What follows belongs to an exercise in optimizing a design on an open flow for small area; a production flow would make more cautious choices.
The RTL was checked by simulation tests, not by an equivalence proof against the original design.

<file path="design.v">
`timescale 1ns/100ps
module ime_sad_8x8 (
  clk         , rstn        ,
  enable_i    ,
  ori_i       ,
  ref_i       ,
  sad_o
  );
  input                                 clk         ;
  input                                 rstn        ;
  input                                 enable_i    ;
  input      [8*64-1 : 0]    ori_i       ;
  input      [8*64-1 : 0]    ref_i       ;
  output reg [8+6-1  : 0]    sad_o       ;
  wire        [8-1 : 0]    ori_00_w    , ori_10_w    , ori_20_w    , ori_30_w    ;
  wire        [8-1 : 0]    ori_01_w    , ori_11_w    , ori_21_w    , ori_31_w    ;
  wire        [8-1 : 0]    ori_02_w    , ori_12_w    , ori_22_w    , ori_32_w    ;
  wire        [8-1 : 0]    ori_03_w    , ori_13_w    , ori_23_w    , ori_33_w    ;
  wire        [8-1 : 0]    ori_04_w    , ori_14_w    , ori_24_w    , ori_34_w    ;
  wire        [8-1 : 0]    ori_05_w    , ori_15_w    , ori_25_w    , ori_35_w    ;
  wire        [8-1 : 0]    ori_06_w    , ori_16_w    , ori_26_w    , ori_36_w    ;
  wire        [8-1 : 0]    ori_07_w    , ori_17_w    , ori_27_w    , ori_37_w    ;
  wire        [8-1 : 0]    ori_40_w    , ori_50_w    , ori_60_w    , ori_70_w    ;
  wire        [8-1 : 0]    ori_41_w    , ori_51_w    , ori_61_w    , ori_71_w    ;
  wire        [8-1 : 0]    ori_42_w    , ori_52_w    , ori_62_w    , ori_72_w    ;
  wire        [8-1 : 0]    ori_43_w    , ori_53_w    , ori_63_w    , ori_73_w    ;
  wire        [8-1 : 0]    ori_44_w    , ori_54_w    , ori_64_w    , ori_74_w    ;
  wire        [8-1 : 0]    ori_45_w    , ori_55_w    , ori_65_w    , ori_75_w    ;
  wire        [8-1 : 0]    ori_46_w    , ori_56_w    , ori_66_w    , ori_76_w    ;
  wire        [8-1 : 0]    ori_47_w    , ori_57_w    , ori_67_w    , ori_77_w    ;
  wire        [8-1 : 0]    ref_00_w    , ref_10_w    , ref_20_w    , ref_30_w    ;
  wire        [8-1 : 0]    ref_01_w    , ref_11_w    , ref_21_w    , ref_31_w    ;
  wire        [8-1 : 0]    ref_02_w    , ref_12_w    , ref_22_w    , ref_32_w    ;
  wire        [8-1 : 0]    ref_03_w    , ref_13_w    , ref_23_w    , ref_33_w    ;
  wire        [8-1 : 0]    ref_04_w    , ref_14_w    , ref_24_w    , ref_34_w    ;
  wire        [8-1 : 0]    ref_05_w    , ref_15_w    , ref_25_w    , ref_35_w    ;
  wire        [8-1 : 0]    ref_06_w    , ref_16_w    , ref_26_w    , ref_36_w    ;
  wire        [8-1 : 0]    ref_07_w    , ref_17_w    , ref_27_w    , ref_37_w    ;
  wire        [8-1 : 0]    ref_40_w    , ref_50_w    , ref_60_w    , ref_70_w    ;
  wire        [8-1 : 0]    ref_41_w    , ref_51_w    , ref_61_w    , ref_71_w    ;
  wire        [8-1 : 0]    ref_42_w    , ref_52_w    , ref_62_w    , ref_72_w    ;
  wire        [8-1 : 0]    ref_43_w    , ref_53_w    , ref_63_w    , ref_73_w    ;
  wire        [8-1 : 0]    ref_44_w    , ref_54_w    , ref_64_w    , ref_74_w    ;
  wire        [8-1 : 0]    ref_45_w    , ref_55_w    , ref_65_w    , ref_75_w    ;
  wire        [8-1 : 0]    ref_46_w    , ref_56_w    , ref_66_w    , ref_76_w    ;
  wire        [8-1 : 0]    ref_47_w    , ref_57_w    , ref_67_w    , ref_77_w    ;
  wire signed [8   : 0]    p_d_00_w    , p_d_10_w    , p_d_20_w    , p_d_30_w    ;
  wire signed [8   : 0]    p_d_01_w    , p_d_11_w    , p_d_21_w    , p_d_31_w    ;
  wire signed [8   : 0]    p_d_02_w    , p_d_12_w    , p_d_22_w    , p_d_32_w    ;
  wire signed [8   : 0]    p_d_03_w    , p_d_13_w    , p_d_23_w    , p_d_33_w    ;
  wire signed [8   : 0]    p_d_04_w    , p_d_14_w    , p_d_24_w    , p_d_34_w    ;
  wire signed [8   : 0]    p_d_05_w    , p_d_15_w    , p_d_25_w    , p_d_35_w    ;
  wire signed [8   : 0]    p_d_06_w    , p_d_16_w    , p_d_26_w    , p_d_36_w    ;
  wire signed [8   : 0]    p_d_07_w    , p_d_17_w    , p_d_27_w    , p_d_37_w    ;
  wire signed [8   : 0]    p_d_40_w    , p_d_50_w    , p_d_60_w    , p_d_70_w    ;
  wire signed [8   : 0]    p_d_41_w    , p_d_51_w    , p_d_61_w    , p_d_71_w    ;
  wire signed [8   : 0]    p_d_42_w    , p_d_52_w    , p_d_62_w    , p_d_72_w    ;
  wire signed [8   : 0]    p_d_43_w    , p_d_53_w    , p_d_63_w    , p_d_73_w    ;
  wire signed [8   : 0]    p_d_44_w    , p_d_54_w    , p_d_64_w    , p_d_74_w    ;
  wire signed [8   : 0]    p_d_45_w    , p_d_55_w    , p_d_65_w    , p_d_75_w    ;
  wire signed [8   : 0]    p_d_46_w    , p_d_56_w    , p_d_66_w    , p_d_76_w    ;
  wire signed [8   : 0]    p_d_47_w    , p_d_57_w    , p_d_67_w    , p_d_77_w    ;
  wire        [8-1 : 0]    p_ad_00_w   , p_ad_10_w   , p_ad_20_w   , p_ad_30_w   ;
  wire        [8-1 : 0]    p_ad_01_w   , p_ad_11_w   , p_ad_21_w   , p_ad_31_w   ;
  wire        [8-1 : 0]    p_ad_02_w   , p_ad_12_w   , p_ad_22_w   , p_ad_32_w   ;
  wire        [8-1 : 0]    p_ad_03_w   , p_ad_13_w   , p_ad_23_w   , p_ad_33_w   ;
  wire        [8-1 : 0]    p_ad_04_w   , p_ad_14_w   , p_ad_24_w   , p_ad_34_w   ;
  wire        [8-1 : 0]    p_ad_05_w   , p_ad_15_w   , p_ad_25_w   , p_ad_35_w   ;
  wire        [8-1 : 0]    p_ad_06_w   , p_ad_16_w   , p_ad_26_w   , p_ad_36_w   ;
  wire        [8-1 : 0]    p_ad_07_w   , p_ad_17_w   , p_ad_27_w   , p_ad_37_w   ;
  wire        [8-1 : 0]    p_ad_40_w   , p_ad_50_w   , p_ad_60_w   , p_ad_70_w   ;
  wire        [8-1 : 0]    p_ad_41_w   , p_ad_51_w   , p_ad_61_w   , p_ad_71_w   ;
  wire        [8-1 : 0]    p_ad_42_w   , p_ad_52_w   , p_ad_62_w   , p_ad_72_w   ;
  wire        [8-1 : 0]    p_ad_43_w   , p_ad_53_w   , p_ad_63_w   , p_ad_73_w   ;
  wire        [8-1 : 0]    p_ad_44_w   , p_ad_54_w   , p_ad_64_w   , p_ad_74_w   ;
  wire        [8-1 : 0]    p_ad_45_w   , p_ad_55_w   , p_ad_65_w   , p_ad_75_w   ;
  wire        [8-1 : 0]    p_ad_46_w   , p_ad_56_w   , p_ad_66_w   , p_ad_76_w   ;
  wire        [8-1 : 0]    p_ad_47_w   , p_ad_57_w   , p_ad_67_w   , p_ad_77_w   ;
  wire        [8   : 0]    l_2_00_w    , l_2_20_w    , l_2_40_w    , l_2_60_w   ;
  wire        [8   : 0]    l_2_01_w    , l_2_21_w    , l_2_41_w    , l_2_61_w   ;
  wire        [8   : 0]    l_2_02_w    , l_2_22_w    , l_2_42_w    , l_2_62_w   ;
  wire        [8   : 0]    l_2_03_w    , l_2_23_w    , l_2_43_w    , l_2_63_w   ;
  wire        [8   : 0]    l_2_04_w    , l_2_24_w    , l_2_44_w    , l_2_64_w   ;
  wire        [8   : 0]    l_2_05_w    , l_2_25_w    , l_2_45_w    , l_2_65_w   ;
  wire        [8   : 0]    l_2_06_w    , l_2_26_w    , l_2_46_w    , l_2_66_w   ;
  wire        [8   : 0]    l_2_07_w    , l_2_27_w    , l_2_47_w    , l_2_67_w   ;
  wire        [8+1 : 0]    l_3_00_w    , l_3_40_w    ;
  wire        [8+1 : 0]    l_3_01_w    , l_3_41_w    ;
  wire        [8+1 : 0]    l_3_02_w    , l_3_42_w    ;
  wire        [8+1 : 0]    l_3_03_w    , l_3_43_w    ;
  wire        [8+1 : 0]    l_3_04_w    , l_3_44_w    ;
  wire        [8+1 : 0]    l_3_05_w    , l_3_45_w    ;
  wire        [8+1 : 0]    l_3_06_w    , l_3_46_w    ;
  wire        [8+1 : 0]    l_3_07_w    , l_3_47_w    ;
  wire        [8+2 : 0]    l_4_00_w    ;
  wire        [8+2 : 0]    l_4_01_w    ;
  wire        [8+2 : 0]    l_4_02_w    ;
  wire        [8+2 : 0]    l_4_03_w    ;
  wire        [8+2 : 0]    l_4_04_w    ;
  wire        [8+2 : 0]    l_4_05_w    ;
  wire        [8+2 : 0]    l_4_06_w    ;
  wire        [8+2 : 0]    l_4_07_w    ;
  wire        [8+3 : 0]    l_5_00_w    ;
  wire        [8+3 : 0]    l_5_02_w    ;
  wire        [8+3 : 0]    l_5_04_w    ;
  wire        [8+3 : 0]    l_5_06_w    ;
  wire        [8+4 : 0]    l_6_00_w    ;
  wire        [8+4 : 0]    l_6_04_w    ;
  wire        [8+5 : 0]    l_7_00_w    ;
  assign { ori_00_w ,ori_10_w ,ori_20_w ,ori_30_w ,ori_40_w ,ori_50_w ,ori_60_w ,ori_70_w ,
           ori_01_w ,ori_11_w ,ori_21_w ,ori_31_w ,ori_41_w ,ori_51_w ,ori_61_w ,ori_71_w ,
           ori_02_w ,ori_12_w ,ori_22_w ,ori_32_w ,ori_42_w ,ori_52_w ,ori_62_w ,ori_72_w ,
           ori_03_w ,ori_13_w ,ori_23_w ,ori_33_w ,ori_43_w ,ori_53_w ,ori_63_w ,ori_73_w ,
           ori_04_w ,ori_14_w ,ori_24_w ,ori_34_w ,ori_44_w ,ori_54_w ,ori_64_w ,ori_74_w ,
           ori_05_w ,ori_15_w ,ori_25_w ,ori_35_w ,ori_45_w ,ori_55_w ,ori_65_w ,ori_75_w ,
           ori_06_w ,ori_16_w ,ori_26_w ,ori_36_w ,ori_46_w ,ori_56_w ,ori_66_w ,ori_76_w ,
           ori_07_w ,ori_17_w ,ori_27_w ,ori_37_w ,ori_47_w ,ori_57_w ,ori_67_w ,ori_77_w } = ori_i ;
  assign { ref_00_w ,ref_10_w ,ref_20_w ,ref_30_w ,ref_40_w ,ref_50_w ,ref_60_w ,ref_70_w ,
           ref_01_w ,ref_11_w ,ref_21_w ,ref_31_w ,ref_41_w ,ref_51_w ,ref_61_w ,ref_71_w ,
           ref_02_w ,ref_12_w ,ref_22_w ,ref_32_w ,ref_42_w ,ref_52_w ,ref_62_w ,ref_72_w ,
           ref_03_w ,ref_13_w ,ref_23_w ,ref_33_w ,ref_43_w ,ref_53_w ,ref_63_w ,ref_73_w ,
           ref_04_w ,ref_14_w ,ref_24_w ,ref_34_w ,ref_44_w ,ref_54_w ,ref_64_w ,ref_74_w ,
           ref_05_w ,ref_15_w ,ref_25_w ,ref_35_w ,ref_45_w ,ref_55_w ,ref_65_w ,ref_75_w ,
           ref_06_w ,ref_16_w ,ref_26_w ,ref_36_w ,ref_46_w ,ref_56_w ,ref_66_w ,ref_76_w ,
           ref_07_w ,ref_17_w ,ref_27_w ,ref_37_w ,ref_47_w ,ref_57_w ,ref_67_w ,ref_77_w } = ref_i ;
  assign p_d_00_w = ref_00_w - ori_00_w ;    assign p_d_10_w = ref_10_w - ori_10_w ;    assign p_d_20_w = ref_20_w - ori_20_w ;
  assign p_d_01_w = ref_01_w - ori_01_w ;    assign p_d_11_w = ref_11_w - ori_11_w ;    assign p_d_21_w = ref_21_w - ori_21_w ;
  assign p_d_02_w = ref_02_w - ori_02_w ;    assign p_d_12_w = ref_12_w - ori_12_w ;    assign p_d_22_w = ref_22_w - ori_22_w ;
  assign p_d_03_w = ref_03_w - ori_03_w ;    assign p_d_13_w = ref_13_w - ori_13_w ;    assign p_d_23_w = ref_23_w - ori_23_w ;
  assign p_d_04_w = ref_04_w - ori_04_w ;    assign p_d_14_w = ref_14_w - ori_14_w ;    assign p_d_24_w = ref_24_w - ori_24_w ;
  assign p_d_05_w = ref_05_w - ori_05_w ;    assign p_d_15_w = ref_15_w - ori_15_w ;    assign p_d_25_w = ref_25_w - ori_25_w ;
  assign p_d_06_w = ref_06_w - ori_06_w ;    assign p_d_16_w = ref_16_w - ori_16_w ;    assign p_d_26_w = ref_26_w - ori_26_w ;
  assign p_d_07_w = ref_07_w - ori_07_w ;    assign p_d_17_w = ref_17_w - ori_17_w ;    assign p_d_27_w = ref_27_w - ori_27_w ;
  assign p_d_30_w = ref_30_w - ori_30_w ;    assign p_d_40_w = ref_40_w - ori_40_w ;    assign p_d_50_w = ref_50_w - ori_50_w ;
  assign p_d_31_w = ref_31_w - ori_31_w ;    assign p_d_41_w = ref_41_w - ori_41_w ;    assign p_d_51_w = ref_51_w - ori_51_w ;
  assign p_d_32_w = ref_32_w - ori_32_w ;    assign p_d_42_w = ref_42_w - ori_42_w ;    assign p_d_52_w = ref_52_w - ori_52_w ;
  assign p_d_33_w = ref_33_w - ori_33_w ;    assign p_d_43_w = ref_43_w - ori_43_w ;    assign p_d_53_w = ref_53_w - ori_53_w ;
  assign p_d_34_w = ref_34_w - ori_34_w ;    assign p_d_44_w = ref_44_w - ori_44_w ;    assign p_d_54_w = ref_54_w - ori_54_w ;
  assign p_d_35_w = ref_35_w - ori_35_w ;    assign p_d_45_w = ref_45_w - ori_45_w ;    assign p_d_55_w = ref_55_w - ori_55_w ;
  assign p_d_36_w = ref_36_w - ori_36_w ;    assign p_d_46_w = ref_46_w - ori_46_w ;    assign p_d_56_w = ref_56_w - ori_56_w ;
  assign p_d_37_w = ref_37_w - ori_37_w ;    assign p_d_47_w = ref_47_w - ori_47_w ;    assign p_d_57_w = ref_57_w - ori_57_w ;
  assign p_d_60_w = ref_60_w - ori_60_w ;    assign p_d_70_w = ref_70_w - ori_70_w ;
  assign p_d_61_w = ref_61_w - ori_61_w ;    assign p_d_71_w = ref_71_w - ori_71_w ;
  assign p_d_62_w = ref_62_w - ori_62_w ;    assign p_d_72_w = ref_72_w - ori_72_w ;
  assign p_d_63_w = ref_63_w - ori_63_w ;    assign p_d_73_w = ref_73_w - ori_73_w ;
  assign p_d_64_w = ref_64_w - ori_64_w ;    assign p_d_74_w = ref_74_w - ori_74_w ;
  assign p_d_65_w = ref_65_w - ori_65_w ;    assign p_d_75_w = ref_75_w - ori_75_w ;
  assign p_d_66_w = ref_66_w - ori_66_w ;    assign p_d_76_w = ref_76_w - ori_76_w ;
  assign p_d_67_w = ref_67_w - ori_67_w ;    assign p_d_77_w = ref_77_w - ori_77_w ;
  abs #( .INPUT_BITS ( 8+1 ) ) abs00 ( .a_i ( p_d_00_w ), .b_o ( p_ad_00_w ) );
  abs #( .INPUT_BITS ( 8+1 ) ) abs01 ( .a_i ( p_d_01_w ), .b_o ( p_ad_01_w ) );
  abs #( .INPUT_BITS ( 8+1 ) ) abs02 ( .a_i ( p_d_02_w ), .b_o ( p_ad_02_w ) );
  abs #( .INPUT_BITS ( 8+1 ) ) abs03 ( .a_i ( p_d_03_w ), .b_o ( p_ad_03_w ) );
  abs #( .INPUT_BITS ( 8+1 ) ) abs04 ( .a_i ( p_d_04_w ), .b_o ( p_ad_04_w ) );
  abs #( .INPUT_BITS ( 8+1 ) ) abs05 ( .a_i ( p_d_05_w ), .b_o ( p_ad_05_w ) );
  abs #( .INPUT_BITS ( 8+1 ) ) abs06 ( .a_i ( p_d_06_w ), .b_o ( p_ad_06_w ) );
  abs #( .INPUT_BITS ( 8+1 ) ) abs07 ( .a_i ( p_d_07_w ), .b_o ( p_ad_07_w ) );
  abs #( .INPUT_BITS ( 8+1 ) ) abs10 ( .a_i ( p_d_10_w ), .b_o ( p_ad_10_w ) );
  abs #( .INPUT_BITS ( 8+1 ) ) abs11 ( .a_i ( p_d_11_w ), .b_o ( p_ad_11_w ) );
  abs #( .INPUT_BITS ( 8+1 ) ) abs12 ( .a_i ( p_d_12_w ), .b_o ( p_ad_12_w ) );
  abs #( .INPUT_BITS ( 8+1 ) ) abs13 ( .a_i ( p_d_13_w ), .b_o ( p_ad_13_w ) );
  abs #( .INPUT_BITS ( 8+1 ) ) abs14 ( .a_i ( p_d_14_w ), .b_o ( p_ad_14_w ) );
  abs #( .INPUT_BITS ( 8+1 ) ) abs15 ( .a_i ( p_d_15_w ), .b_o ( p_ad_15_w ) );
  abs #( .INPUT_BITS ( 8+1 ) ) abs16 ( .a_i ( p_d_16_w ), .b_o ( p_ad_16_w ) );
  abs #( .INPUT_BITS ( 8+1 ) ) abs17 ( .a_i ( p_d_17_w ), .b_o ( p_ad_17_w ) );
  abs #( .INPUT_BITS ( 8+1 ) ) abs20 ( .a_i ( p_d_20_w ), .b_o ( p_ad_20_w ) );
  abs #( .INPUT_BITS ( 8+1 ) ) abs21 ( .a_i ( p_d_21_w ), .b_o ( p_ad_21_w ) );
  abs #( .INPUT_BITS ( 8+1 ) ) abs22 ( .a_i ( p_d_22_w ), .b_o ( p_ad_22_w ) );
  abs #( .INPUT_BITS ( 8+1 ) ) abs23 ( .a_i ( p_d_23_w ), .b_o ( p_ad_23_w ) );
  abs #( .INPUT_BITS ( 8+1 ) ) abs24 ( .a_i ( p_d_24_w ), .b_o ( p_ad_24_w ) );
  abs #( .INPUT_BITS ( 8+1 ) ) abs25 ( .a_i ( p_d_25_w ), .b_o ( p_ad_25_w ) );
  abs #( .INPUT_BITS ( 8+1 ) ) abs26 ( .a_i ( p_d_26_w ), .b_o ( p_ad_26_w ) );
  abs #( .INPUT_BITS ( 8+1 ) ) abs27 ( .a_i ( p_d_27_w ), .b_o ( p_ad_27_w ) );
  abs #( .INPUT_BITS ( 8+1 ) ) abs30 ( .a_i ( p_d_30_w ), .b_o ( p_ad_30_w ) );
  abs #( .INPUT_BITS ( 8+1 ) ) abs31 ( .a_i ( p_d_31_w ), .b_o ( p_ad_31_w ) );
  abs #( .INPUT_BITS ( 8+1 ) ) abs32 ( .a_i ( p_d_32_w ), .b_o ( p_ad_32_w ) );
  abs #( .INPUT_BITS ( 8+1 ) ) abs33 ( .a_i ( p_d_33_w ), .b_o ( p_ad_33_w ) );
  abs #( .INPUT_BITS ( 8+1 ) ) abs34 ( .a_i ( p_d_34_w ), .b_o ( p_ad_34_w ) );
  abs #( .INPUT_BITS ( 8+1 ) ) abs35 ( .a_i ( p_d_35_w ), .b_o ( p_ad_35_w ) );
  abs #( .INPUT_BITS ( 8+1 ) ) abs36 ( .a_i ( p_d_36_w ), .b_o ( p_ad_36_w ) );
  abs #( .INPUT_BITS ( 8+1 ) ) abs37 ( .a_i ( p_d_37_w ), .b_o ( p_ad_37_w ) );
  abs #( .INPUT_BITS ( 8+1 ) ) abs40 ( .a_i ( p_d_40_w ), .b_o ( p_ad_40_w ) );
  abs #( .INPUT_BITS ( 8+1 ) ) abs41 ( .a_i ( p_d_41_w ), .b_o ( p_ad_41_w ) );
  abs #( .INPUT_BITS ( 8+1 ) ) abs42 ( .a_i ( p_d_42_w ), .b_o ( p_ad_42_w ) );
  abs #( .INPUT_BITS ( 8+1 ) ) abs43 ( .a_i ( p_d_43_w ), .b_o ( p_ad_43_w ) );
  abs #( .INPUT_BITS ( 8+1 ) ) abs44 ( .a_i ( p_d_44_w ), .b_o ( p_ad_44_w ) );
  abs #( .INPUT_BITS ( 8+1 ) ) abs45 ( .a_i ( p_d_45_w ), .b_o ( p_ad_45_w ) );
  abs #( .INPUT_BITS ( 8+1 ) ) abs46 ( .a_i ( p_d_46_w ), .b_o ( p_ad_46_w ) );
  abs #( .INPUT_BITS ( 8+1 ) ) abs47 ( .a_i ( p_d_47_w ), .b_o ( p_ad_47_w ) );
  abs #( .INPUT_BITS ( 8+1 ) ) abs50 ( .a_i ( p_d_50_w ), .b_o ( p_ad_50_w ) );
  abs #( .INPUT_BITS ( 8+1 ) ) abs51 ( .a_i ( p_d_51_w ), .b_o ( p_ad_51_w ) );
  abs #( .INPUT_BITS ( 8+1 ) ) abs52 ( .a_i ( p_d_52_w ), .b_o ( p_ad_52_w ) );
  abs #( .INPUT_BITS ( 8+1 ) ) abs53 ( .a_i ( p_d_53_w ), .b_o ( p_ad_53_w ) );
  abs #( .INPUT_BITS ( 8+1 ) ) abs54 ( .a_i ( p_d_54_w ), .b_o ( p_ad_54_w ) );
  abs #( .INPUT_BITS ( 8+1 ) ) abs55 ( .a_i ( p_d_55_w ), .b_o ( p_ad_55_w ) );
  abs #( .INPUT_BITS ( 8+1 ) ) abs56 ( .a_i ( p_d_56_w ), .b_o ( p_ad_56_w ) );
  abs #( .INPUT_BITS ( 8+1 ) ) abs57 ( .a_i ( p_d_57_w ), .b_o ( p_ad_57_w ) );
  abs #( .INPUT_BITS ( 8+1 ) ) abs60 ( .a_i ( p_d_60_w ), .b_o ( p_ad_60_w ) );
  abs #( .INPUT_BITS ( 8+1 ) ) abs61 ( .a_i ( p_d_61_w ), .b_o ( p_ad_61_w ) );
  abs #( .INPUT_BITS ( 8+1 ) ) abs62 ( .a_i ( p_d_62_w ), .b_o ( p_ad_62_w ) );
  abs #( .INPUT_BITS ( 8+1 ) ) abs63 ( .a_i ( p_d_63_w ), .b_o ( p_ad_63_w ) );
  abs #( .INPUT_BITS ( 8+1 ) ) abs64 ( .a_i ( p_d_64_w ), .b_o ( p_ad_64_w ) );
  abs #( .INPUT_BITS ( 8+1 ) ) abs65 ( .a_i ( p_d_65_w ), .b_o ( p_ad_65_w ) );
  abs #( .INPUT_BITS ( 8+1 ) ) abs66 ( .a_i ( p_d_66_w ), .b_o ( p_ad_66_w ) );
  abs #( .INPUT_BITS ( 8+1 ) ) abs67 ( .a_i ( p_d_67_w ), .b_o ( p_ad_67_w ) );
  abs #( .INPUT_BITS ( 8+1 ) ) abs70 ( .a_i ( p_d_70_w ), .b_o ( p_ad_70_w ) );
  abs #( .INPUT_BITS ( 8+1 ) ) abs71 ( .a_i ( p_d_71_w ), .b_o ( p_ad_71_w ) );
  abs #( .INPUT_BITS ( 8+1 ) ) abs72 ( .a_i ( p_d_72_w ), .b_o ( p_ad_72_w ) );
  abs #( .INPUT_BITS ( 8+1 ) ) abs73 ( .a_i ( p_d_73_w ), .b_o ( p_ad_73_w ) );
  abs #( .INPUT_BITS ( 8+1 ) ) abs74 ( .a_i ( p_d_74_w ), .b_o ( p_ad_74_w ) );
  abs #( .INPUT_BITS ( 8+1 ) ) abs75 ( .a_i ( p_d_75_w ), .b_o ( p_ad_75_w ) );
  abs #( .INPUT_BITS ( 8+1 ) ) abs76 ( .a_i ( p_d_76_w ), .b_o ( p_ad_76_w ) );
  abs #( .INPUT_BITS ( 8+1 ) ) abs77 ( .a_i ( p_d_77_w ), .b_o ( p_ad_77_w ) );
  assign l_2_00_w = p_ad_00_w + p_ad_10_w ;    assign l_2_20_w = p_ad_20_w + p_ad_30_w ;
  assign l_2_01_w = p_ad_01_w + p_ad_11_w ;    assign l_2_21_w = p_ad_21_w + p_ad_31_w ;
  assign l_2_02_w = p_ad_02_w + p_ad_12_w ;    assign l_2_22_w = p_ad_22_w + p_ad_32_w ;
  assign l_2_03_w = p_ad_03_w + p_ad_13_w ;    assign l_2_23_w = p_ad_23_w + p_ad_33_w ;
  assign l_2_04_w = p_ad_04_w + p_ad_14_w ;    assign l_2_24_w = p_ad_24_w + p_ad_34_w ;
  assign l_2_05_w = p_ad_05_w + p_ad_15_w ;    assign l_2_25_w = p_ad_25_w + p_ad_35_w ;
  assign l_2_06_w = p_ad_06_w + p_ad_16_w ;    assign l_2_26_w = p_ad_26_w + p_ad_36_w ;
  assign l_2_07_w = p_ad_07_w + p_ad_17_w ;    assign l_2_27_w = p_ad_27_w + p_ad_37_w ;
  assign l_2_40_w = p_ad_40_w + p_ad_50_w ;    assign l_2_60_w = p_ad_60_w + p_ad_70_w ;
  assign l_2_41_w = p_ad_41_w + p_ad_51_w ;    assign l_2_61_w = p_ad_61_w + p_ad_71_w ;
  assign l_2_42_w = p_ad_42_w + p_ad_52_w ;    assign l_2_62_w = p_ad_62_w + p_ad_72_w ;
  assign l_2_43_w = p_ad_43_w + p_ad_53_w ;    assign l_2_63_w = p_ad_63_w + p_ad_73_w ;
  assign l_2_44_w = p_ad_44_w + p_ad_54_w ;    assign l_2_64_w = p_ad_64_w + p_ad_74_w ;
  assign l_2_45_w = p_ad_45_w + p_ad_55_w ;    assign l_2_65_w = p_ad_65_w + p_ad_75_w ;
  assign l_2_46_w = p_ad_46_w + p_ad_56_w ;    assign l_2_66_w = p_ad_66_w + p_ad_76_w ;
  assign l_2_47_w = p_ad_47_w + p_ad_57_w ;    assign l_2_67_w = p_ad_67_w + p_ad_77_w ;
  assign l_3_00_w = l_2_00_w + l_2_20_w ;    assign l_3_40_w = l_2_40_w + l_2_60_w ;
  assign l_3_01_w = l_2_01_w + l_2_21_w ;    assign l_3_41_w = l_2_41_w + l_2_61_w ;
  assign l_3_02_w = l_2_02_w + l_2_22_w ;    assign l_3_42_w = l_2_42_w + l_2_62_w ;
  assign l_3_03_w = l_2_03_w + l_2_23_w ;    assign l_3_43_w = l_2_43_w + l_2_63_w ;
  assign l_3_04_w = l_2_04_w + l_2_24_w ;    assign l_3_44_w = l_2_44_w + l_2_64_w ;
  assign l_3_05_w = l_2_05_w + l_2_25_w ;    assign l_3_45_w = l_2_45_w + l_2_65_w ;
  assign l_3_06_w = l_2_06_w + l_2_26_w ;    assign l_3_46_w = l_2_46_w + l_2_66_w ;
  assign l_3_07_w = l_2_07_w + l_2_27_w ;    assign l_3_47_w = l_2_47_w + l_2_67_w ;
  assign l_4_00_w = l_3_00_w + l_3_40_w ;
  assign l_4_01_w = l_3_01_w + l_3_41_w ;
  assign l_4_02_w = l_3_02_w + l_3_42_w ;
  assign l_4_03_w = l_3_03_w + l_3_43_w ;
  assign l_4_04_w = l_3_04_w + l_3_44_w ;
  assign l_4_05_w = l_3_05_w + l_3_45_w ;
  assign l_4_06_w = l_3_06_w + l_3_46_w ;
  assign l_4_07_w = l_3_07_w + l_3_47_w ;
  assign l_5_00_w = l_4_00_w + l_4_01_w ;
  assign l_5_02_w = l_4_02_w + l_4_03_w ;
  assign l_5_04_w = l_4_04_w + l_4_05_w ;
  assign l_5_06_w = l_4_06_w + l_4_07_w ;
  assign l_6_00_w = l_5_00_w + l_5_02_w ;
  assign l_6_04_w = l_5_04_w + l_5_06_w ;
  assign l_7_00_w = l_6_00_w + l_6_04_w ;
  always @(posedge clk or negedge rstn ) begin
    if( !rstn )
      sad_o <= 'd0 ;
    else if( enable_i ) begin
      sad_o <= l_7_00_w ;
    end
  end
endmodule
module abs (                                       
  a_i   ,
  b_o
  );
  parameter INPUT_BITS = 8 ;
  input  [INPUT_BITS-1 : 0] a_i   ;
  output [INPUT_BITS-2 : 0] b_o   ;
  wire   [INPUT_BITS-1 : 0] b_o_w ;
  assign b_o_w = ({(INPUT_BITS-1){a_i[INPUT_BITS-1]}} ^ {a_i[INPUT_BITS-2:0]}) + {{(INPUT_BITS-1){1'b0}},a_i[INPUT_BITS-1]};
  assign b_o   = b_o_w[INPUT_BITS-2:0];
endmodule
</file>
<file path="run.sh">
#!/bin/bash
# synth_recipe.tcl (not shown) runs the flow's synth.tcl, then flattens the netlist and writes it again
# the make line also repeats each setting of config.mk as NAME=value (left out here)
make -C /OpenROAD-flow-scripts/flow DESIGN_CONFIG=/design/flow/config.mk WORK_HOME=/design/flow/orfs CLKGATE_MAP_FILE= SYNTH_SCRIPT=/design/flow/synth_recipe.tcl finish
</file>
<file path="config.mk">
export PLATFORM = sky130hd
export DESIGN_NAME = ime_sad_8x8
export DESIGN_NICKNAME = ime_sad_8x8
export VERILOG_FILES = /design/flow/design.v
export SDC_FILE = /design/flow/constraint.sdc
export NUM_CORES = 4
export LEC_CHECK = 0
export CAP_MARGIN = 20
export CORE_MARGIN = 2
export CORE_UTILIZATION = 40
export SLEW_MARGIN = 20
</file>
<file path="constraint.sdc">
create_clock -name core_clock -period 14.0 [get_ports {clk}]
set_input_delay 2.8000 -clock core_clock [delete_from_list [all_inputs] [get_ports {clk}]]
set_output_delay 2.8000 -clock core_clock [all_outputs]
set_load 0.01 [all_outputs]
</file>
==> notes.md <==
==> cell families after synthesis <==
kind of cell	synth area share, %
mux	1.781
compound gates	16.49
flops	0.7186
buf+inv	10.03
xor+xnor	14.73
simple gates	17.09
fa+ha+maj	39.16
==> worst max-delay path, delay by kind of cell <==
| kind | cells | cell delay [ps] |
|---|---|---|
| adders and majority gates | 14 | 6220 |
| AOI/OAI and AO/OA | 11 | 2860 |
| buffers and inverters | 8 | 880 |
| xor gates and xnor gates | 3 | 420 |
| muxes | 1 | 260 |
| and+or+nand+nor | 1 | 190 |
==> cell type report <==
type                            instances  area share [%]
Inverter                             1249           7.630
Sequential cell                        14          0.5702
Clock buffer                            4          0.1446
Multi-Input combinational cell       5007           70.82
Tap cell                             1625           3.309
Antenna cell                           29          0.1181
Timing Repair Buffer                 1078           17.41
==> cell usage after synthesis, drive strengths merged, types with 19 or more instances <==
cell,n
inv,1249
ha,646
fa,550
nor2,517
xnor2,503
a21oi,399
xor2,315
o21ai,291
nand2,257
nor3,189
a21o,132
nor2b,110
nand3,99
nand2b,96
and2,87
o21a,79
mux2i,62
a211oi,57
or3,49
nand4,36
nand3b,35
nor4,33
and3,29
a31oi,28
o31ai,26
clkbuf,25
buf,24
or2,24
or4,24
mux2,22
a41oi,19
==> metal layers <==
layer  GRT usage [%]  vias to the layer above
met3           3.473                      182
met5               0                        -
met4           7.072                       16
met1           32.94                    22110
li1                -                    23040
met2           51.11                     1156
==> worst paths after layout <==
| kind | end | startpoint | slack (ps) |
|---|---|---|---|
| setup / recovery | sad_o[12] | ori_i[368] | 500 |
| hold / removal | sad_o[5] | sad_o[5] | 500 |
| setup reg to reg | sad_o[0] | sad_o[0] | 13050 |
| hold reg to reg | sad_o[5] | sad_o[5] | 500 |
| max in group asynchronous | sad_o[1] | rstn | 10570 |
| min in group asynchronous | sad_o[13] | rstn | 2990 |
==> impl_metrics.json <==
{
  "status": "complete, no violations",
  "route.met2.wl_um": 91140,
  "critPathLaunchType": "input port",
  "initial_core_util_pct": 40.16,
  "skew_ps": 0,
  "ys_ff_latch": 14,
  "final_common_cell": "inv_1",
  "cp_max_fo": 5,
  "synth_top_area_cell": "fa_1",
  "rsz0062_at_grt": "false",
  "wl_met1_um": 72460,
  "grt_pass1_wl_um": 267500,
  "fillers": 11980,
  "nNetsFinal": 9576,
  "drc": 0,
  "cp_slowest_cell": "a2111oi_0",
  "worstSetupPathType": "in2reg",
  "largest_registers": "sad_o: 14 flops",
  "clk-insertion-delay-late_ps": 240,
  "largest_register": "sad_o",
  "arrival_ps": 13630,
  "hold_path_depth": 1,
  "synthFlopType": "dfrtp_1",
  "max_slew_margin_pct": 26.88,
  "multiInputGateArea_mm2": 0.04352,
  "largest_register_ffs": 14,
  "grt_max_degree": 18,
  "core_area_mm2": 0.1214,
  "postCtsSetupRepairBufs": 0,
  "yosys_warnings": 1,
  "fmax_mhz": 74.07,
  "crit_path_max_incr_delay_ps": 630,
  "final_cells": 9006,
  "hold_violations": 0,
  "min_path_type": "reg2reg",
  "post-synth-top-area-fraction_pct": 22.58,
  "seq_area_frac_synth_pct": 0.7186,
  "std_cell_rows": 128,
  "avgViaCountPerCell": 5.164,
  "required_ps": 14130,
  "synth_cells": 6319,
  "synth_area_mm2": 0.04875,
  "totalWireLength_um": 175900,
  "die-area_mm2": 0.1247,
  "synth.net_count": 8542,
  "cts_tree": "yes",
  "holdWs_ps": 503.0,
  "crit_top_cell": "fa_1",
  "cts-root-buf": "clkbuf_16",
  "areaGrowthSynthToFinish_pct": 26.03,
  "fin_crit_ps": 13500,
  "endpoint_kind": "flop",
  "clkSinkCount": 14,
  "r2r_cells": 1,
  "tightest_slew_ps": 1083,
  "mostFrequentLayoutCells": "1249 x inv_1, 1040 x clkdlybuf4s50_1, 646 x ha_1",
  "final-seq-area_um2": 350.3,
  "final-setup-viol-count": 0,
  "ant_nets": 0,
  "utilization_pct": 50.61,
  "routed.top_layer": "met5",
  "cts_hold_buf": 0,
  "antenna_found_initial": 43,
  "ctsHtreeMaxLevel": 1,
  "grt_usage_pct": 27.42,
  "yosysUniqueCellTypes": 89,
  "fin_crit_sh_pct": 96.43,
  "vias": 46500,
  "routed-wl-met3_um": 7779,
  "fin_setup_tns_ps": 0,
  "pre_cts_ws_ps": 323.4,
  "dpl_cell_area_mm2": 0.06128,
  "final_area_mm2": 0.06144,
  "synth_edf_count": 0,
  "place_inst": 8973,
  "grt-ovfl-total": 0,
  "yosys-top-cells-area": "fa_1 23%, ha_1 17%, inv_1 9.6%, xnor2_1 9.0%, xor2_1 5.6%",
  "die_x_um": 353.1,
  "die_y_um": 353.1,
  "numPortBuffers": 1040,
  "numCtsBuffers": 3,
  "wl_per_cell_um": 19.53,
  "cts_max_path_buffers": 2,
  "io_pins": 1041,
  "drtPass1Iterations": 6,
  "syn_area_per_cell_um2": 7.716,
  "clkTransAtPathRegs_ps": 50,
  "ctsResizeCount": 0,
  "drive_above_1_share_pct": 1.768,
  "gp_congestion": 0.9986,
  "dpl.hpwl_um": 162300,
  "grt_pass1_vias": 46630,
  "finalMaxSlewViolations": 0,
  "max_cap_viol_count": 0,
  "drt_iter0_markers": 2465,
  "worst_slack_ps": 499.9,
  "synth-async-reset-ratio_pct": 100.0
}

-- afterwards: timing with drivers on the ports --
The flow's constraints put no driver on any port. The routed layout listed below was extracted and timed again, unchanged, in two steps. Step 1: set_driving_cell puts a clkbuf_16 on clk and a buf_2 on each other input, an assumption about the parent block. Step 2 moves the port delays by t, midway between the first and last clock arrival at a register: inputs arrive t later, outputs are due t later. That takes back most of the time a late clock gives input paths. Three values: ideal, step 1, step 2; two values: the first two.
t (ns): 0.310
slack for setup (ns): 0.500 / 0.541 / 0.231
latest minus earliest clock arrival (ns): 0.002 / 0.002
cell pins on the clock port's net: 1
After both steps this run still meets setup and hold. The setup slack of this run moves by +0.041 ns with the drivers and by -0.269 ns with both steps.
